What follows belongs to an exercise in optimizing a design on an open flow for small area and a short achievable clock period; a production flow would make more cautious choices.
Where RTL was checked, it was by simulation tests only, not by an equivalence proof against the original.
Power figures rest on the tool's default switching activity, not on a simulated workload.

==> flow/design.v (excerpt) <==
module pipelined_boothe_multiplier #(
    parameter WIDTH = 32
) (
    input clk,
    input reset,
    input en,
    input [WIDTH - 1: 0] md,
    input [WIDTH - 1: 0] mr,
    output [(2 * WIDTH) - 1: 0] s_result
);
Size in the first run: roughly 2300 flip-flops, ~130 I/O pins, ~75000 um^2 of cells after synthesis.
export LEC_CHECK = 0
export CAP_MARGIN = 20
export CORE_MARGIN = 2
export CORE_UTILIZATION = 60
export CTS_CLUSTER_DIAMETER = 100
export CTS_CLUSTER_SIZE = 30
export PLACE_DENSITY = 0.7
export SETUP_SLACK_MARGIN = 2.85
export SLEW_MARGIN = 20
export SYNTH_HIERARCHICAL = 1
export SYNTH_MINIMUM_KEEP_SIZE = 0
export TNS_END_PERCENT = 60
create_clock -name core_clock -period 5.0 [get_ports {clk}]
run.sh (not shown) runs the stock make flow with config.mk's settings and CLKGATE_MAP_FILE= SYNTH_SCRIPT=/design/flow/synth_recipe.tcl, a recipe that flattens the netlist after the stock synthesis.
The baseline completed with no timing, DRC or antenna violations.
Rerun with:
- TNS_END_PERCENT: 60 -> 30
Result:
- The new run passed the timing, DRC and antenna checks
- non-clock buffer count stays the same
- wire length is about the same
- hold slack degrades by 0.0031 ns
- power stays flat
Rerun with:
- CTS_CLUSTER_SIZE: 30 -> 34
- TNS_END_PERCENT: 30 -> 60
Cell area stays flat.
Fmax goes up by about 1.2%.
Clock-buffer cell count fell by 8.
First-iteration DRC count came out lower by about 1.7%.
Worst setup slack improved by 0.027 ns.
Global-route usage is about the same.
Hold slack is worse by 0.017 ns.
Core utilization stays flat.
Synthesized area does not change.
Die area does not change.
Total power drops by about 0.6%.
Rerun with:
- CTS_BUF_LIST: default -> sky130_fd_sc_hd__clkbuf_16 sky130_fd_sc_hd__clkbuf_4
- CTS_CLUSTER_SIZE: 34 -> 30
Sequential share of layout area falls by 0.16 points.
Routed wire length is about the same.
Final area hardly moves.
Critical path depth stays the same.
Clock skew falls by 0.0037 ns.
Synthesized cell count is unchanged.
Non-clock buffer count falls by 5.
Rerun with:
- CTS_BUF_LIST: sky130_fd_sc_hd__clkbuf_16 sky130_fd_sc_hd__clkbuf_4 -> default
- SETUP_SLACK_MARGIN: 2.85 -> 2.87
After rerunning: The changed run passed the timing, DRC and antenna checks. Synthesized cell count is unchanged. Via count increases by 0.63%. First-iteration DRC count climbs by 3.2%. Critical path depth does not change. Synthesized area does not change. Total power rose by 0.30%.

* * *

Setup of v9:
Another version of the RTL of pipelined_boothe_multiplier (not shown whole).
For scale: roughly 5600 cells after synthesis, about 2300 flip-flops, ~130 I/O pins, ~73000 um^2 of cells after synthesis.
Settings: LEC_CHECK=0, CAP_MARGIN=20, CORE_MARGIN=2, CORE_UTILIZATION=58, CTS_CLUSTER_DIAMETER=100, CTS_CLUSTER_SIZE=30, PLACE_DENSITY=0.7, SETUP_SLACK_MARGIN=2.85, SLEW_MARGIN=20, SYNTH_HIERARCHICAL=1, SYNTH_MINIMUM_KEEP_SIZE=0; clock period 5.0 ns.
Having completed the whole flow, v9 delivered a layout that passed the timing, DRC and antenna checks.
Input-level comparison between v22 and v9:
- PLACE_DENSITY: 0.7 -> 0.72
- TNS_END_PERCENT: unset -> 60
- CORE_UTILIZATION: 58 -> 62
[summary]
- Between v22 and v9, it is v22 whose clock period minus final worst setup slack is lower, by 0.029 ns.
- Delta (v22 minus v9): final worst slack increased by 0.029 ns relative to the old numbers; global-route wire length before repair increased by 11 mm relative to the old numbers.
- Number of instances in the synthesized netlist: v22 vs v9 identical
- v9 has a higher post-CTS setup-driven buffer insertion count than v22.
- Looking at total power draw across both flows, v22 is the weaker of the two, with v9 ahead.
- Looking at global-route usage across v22 and v9, the one that comes out higher is v22.
> inputs changed (v22 -> v47)
- swapping 62 for 60 in CORE_UTILIZATION
- clearing TNS_END_PERCENT, which used to be 60
- swapping 0.72 for 0.7 in PLACE_DENSITY
Results
- Worst setup slack, v47 and v22: lower on v47
- Comparing v22 against v47, there is no change at all in multi-input combinational cell count.
- Cell count is higher on v47
- A start point of the critical path of rcnt[0]$_SDFFE_PP0P_ is what v22 shows, while s32[8]$_SDFF_PN0_ belongs to v47.
- Cmp v47 vs v22: share of the core filled with cells lower in v47
- Between v47 and v22, the difference in sequential cell area is negligible.
- On via count of the routed design, v47 does better than v22.
- v47 vs. v22: count of clock-buffer cells in the layout moved down; number of antenna violations at the first check in global routing moved up.
No run of this note included a check of the RTL's function; only the layout flow was run.

* * *

RTL: one of the versions met above, not the one the previous note started from.
Size: ~130 I/O pins, ~75000 um2 of cells after synthesis.
export LEC_CHECK = 0
export CAP_MARGIN = 20
export CORE_MARGIN = 2
export CORE_UTILIZATION = 60
export CTS_BUF_LIST = sky130_fd_sc_hd__clkbuf_16 sky130_fd_sc_hd__clkbuf_8
export CTS_CLUSTER_DIAMETER = 100
export CTS_CLUSTER_SIZE = 24
export PLACE_DENSITY = 0.7
export SETUP_SLACK_MARGIN = 2.85
export SLEW_MARGIN = 20
export SYNTH_HIERARCHICAL = 1
export SYNTH_MINIMUM_KEEP_SIZE = 0
export TNS_END_PERCENT = 60
create_clock -name core_clock -period 5.0 [get_ports {clk}]
Rerun with:
CTS_BUF_LIST = unset   (was sky130_fd_sc_hd__clkbuf_16 sky130_fd_sc_hd__clkbuf_8)
CTS_CLUSTER_SIZE = 30   (was 24)
TNS_END_PERCENT = unset   (was 60)
The new run went through all stages and came out clean; via count hardly moves; cell area barely changes; synthesized area stays the same; flip-flop and latch count is unchanged; clock power fell by a little under a tenth; worst setup slack improves by 30 ps; fmax rose slightly; register-to-register slack got worse by 20 ps; critical path depth is unchanged; power decreases slightly.
Rerun with:
CORE_UTILIZATION = 65   (was 60)
PLACE_DENSITY = 0.75   (was 0.7)
SETUP_SLACK_MARGIN = 2.88   (was 2.85)
Outcome:
- The new run ran to the end with no violations
- routed wire length went up by 9.5%
- design area stays flat
- combinational power went up by about 2%
- critical path depth stays the same
- clock skew stays flat
- core utilization went up by 5.5 points
- worst hold slack loses 9.7 ps
- final cell count went down by 1.6%
Rerun with:
CORE_UTILIZATION = 60   (was 65)
PLACE_DENSITY = 0.7   (was 0.75)
SETUP_SLACK_MARGIN = 2.8   (was 2.88)
=> The changed run produced a clean layout; wire length fell by roughly a tenth; hold slack improves by 4.8 ps; worst setup slack gains 17 ps; count of clock-buffer cells in the layout came out higher by 4; final cell count climbs slightly; synthesized area stays the same; critical path depth is unchanged; non-clock buffer count drops by 21; core utilization fell by 6.0 points; clock power is about the same.
Rerun with:
SETUP_SLACK_MARGIN = 2.88   (was 2.8)
After rerunning: First-iteration DRC count went up by 3.4%; clock-buffer cell count stays the same; cell area is higher by 2.5%; synthesized cell count does not change; core utilization is higher by 1.6 points; worst setup slack is worse by 27 ps; fmax shrinks by 1.2%; register-to-register slack is worse by 40 ps; combinational power went up by about 4%; via count rose by 1.4%.

* * *

RTL: one of the versions met above, not the one the previous note started from.
Size: roughly 5600 cells after synthesis, roughly 2300 flip-flops, ~130 I/O pins.
make LEC_CHECK=0 CAP_MARGIN=20 CORE_MARGIN=2 CORE_UTILIZATION=60 CTS_CLUSTER_DIAMETER=100 CTS_CLUSTER_SIZE=30 PLACE_DENSITY=0.7 SETUP_SLACK_MARGIN=2.85 SLEW_MARGIN=20 SYNTH_HIERARCHICAL=1 SYNTH_MINIMUM_KEEP_SIZE=0 TNS_END_PERCENT=80 finish   # period 5.0 ns
Edit:
- TNS_END_PERCENT: 80 -> 60
What happened:
- The new run produced a clean layout
- design area barely changes
- worst setup slack barely changes
- core utilization hardly moves
Function was not checked in any run of this note: the RTL went through the layout flow alone.

-- afterwards: timing with drivers on the ports --
No port has a modelled driver above. Below, the same layouts with a new extraction and two added sets of constraints. Step 1 sets driving cells, clkbuf_16 on the clock port and buf_2 on the other inputs (assumed; they add their load-dependent delay and slew). Step 2 also shifts input and output timing later by t, the mid clock arrival at the registers, as if the neighbouring blocks saw the same clock. a / b / c = no drivers / after step 1 / after step 2; a / b = the first two.
run | t (ns) | setup slack, ns | hold slack, ns
the first run of note 1 | 0.766 | 2.851 / 2.780 / 2.499 | 0.319 / 0.319 / 0.319
the second run of note 1 | 0.768 | 2.837 / 2.779 / 2.554 | 0.316 / 0.316 / 0.316
the third run of note 1 | 0.755 | 2.863 / 2.793 / 2.542 | 0.299 / 0.299 / 0.299
the fourth run of note 1 | 0.766 | 2.851 / 2.780 / 2.499 | 0.319 / 0.319 / 0.319
the fifth run of note 1 | 0.781 | 2.836 / 2.765 / 2.377 | 0.319 / 0.319 / 0.319
v9 | 0.792 | 2.814 / 2.735 / 2.456 | 0.323 / 0.323 / 0.323
v22 | 0.774 | 2.843 / 2.783 / 2.342 | 0.284 / 0.284 / 0.284
v47 | 0.798 | 2.722 / 2.640 / 2.356 | 0.322 / 0.322 / 0.322
the first run of note 3 | 0.780 | 2.823 / 2.754 / 2.517 | 0.292 / 0.292 / 0.292
the second run of note 3 | 0.773 | 2.853 / 2.785 / 2.350 | 0.321 / 0.321 / 0.321
the third run of note 3 | 0.772 | 2.834 / 2.763 / 2.328 | 0.312 / 0.312 / 0.312
the fourth run of note 3 | 0.766 | 2.851 / 2.780 / 2.504 | 0.316 / 0.316 / 0.316
the fifth run of note 3 | 0.793 | 2.825 / 2.772 / 2.355 | 0.294 / 0.294 / 0.294
the first run of note 4 | 0.796 | 2.722 / 2.641 / 2.360 | 0.323 / 0.323 / 0.323
the second run of note 4 | 0.795 | 2.722 / 2.641 / 2.357 | 0.321 / 0.321 / 0.321
After both steps every run listed still meets setup and hold. The setup slack of the third run of note 3, which loses most, moves by -0.071 ns with the drivers and by -0.506 ns with both steps.
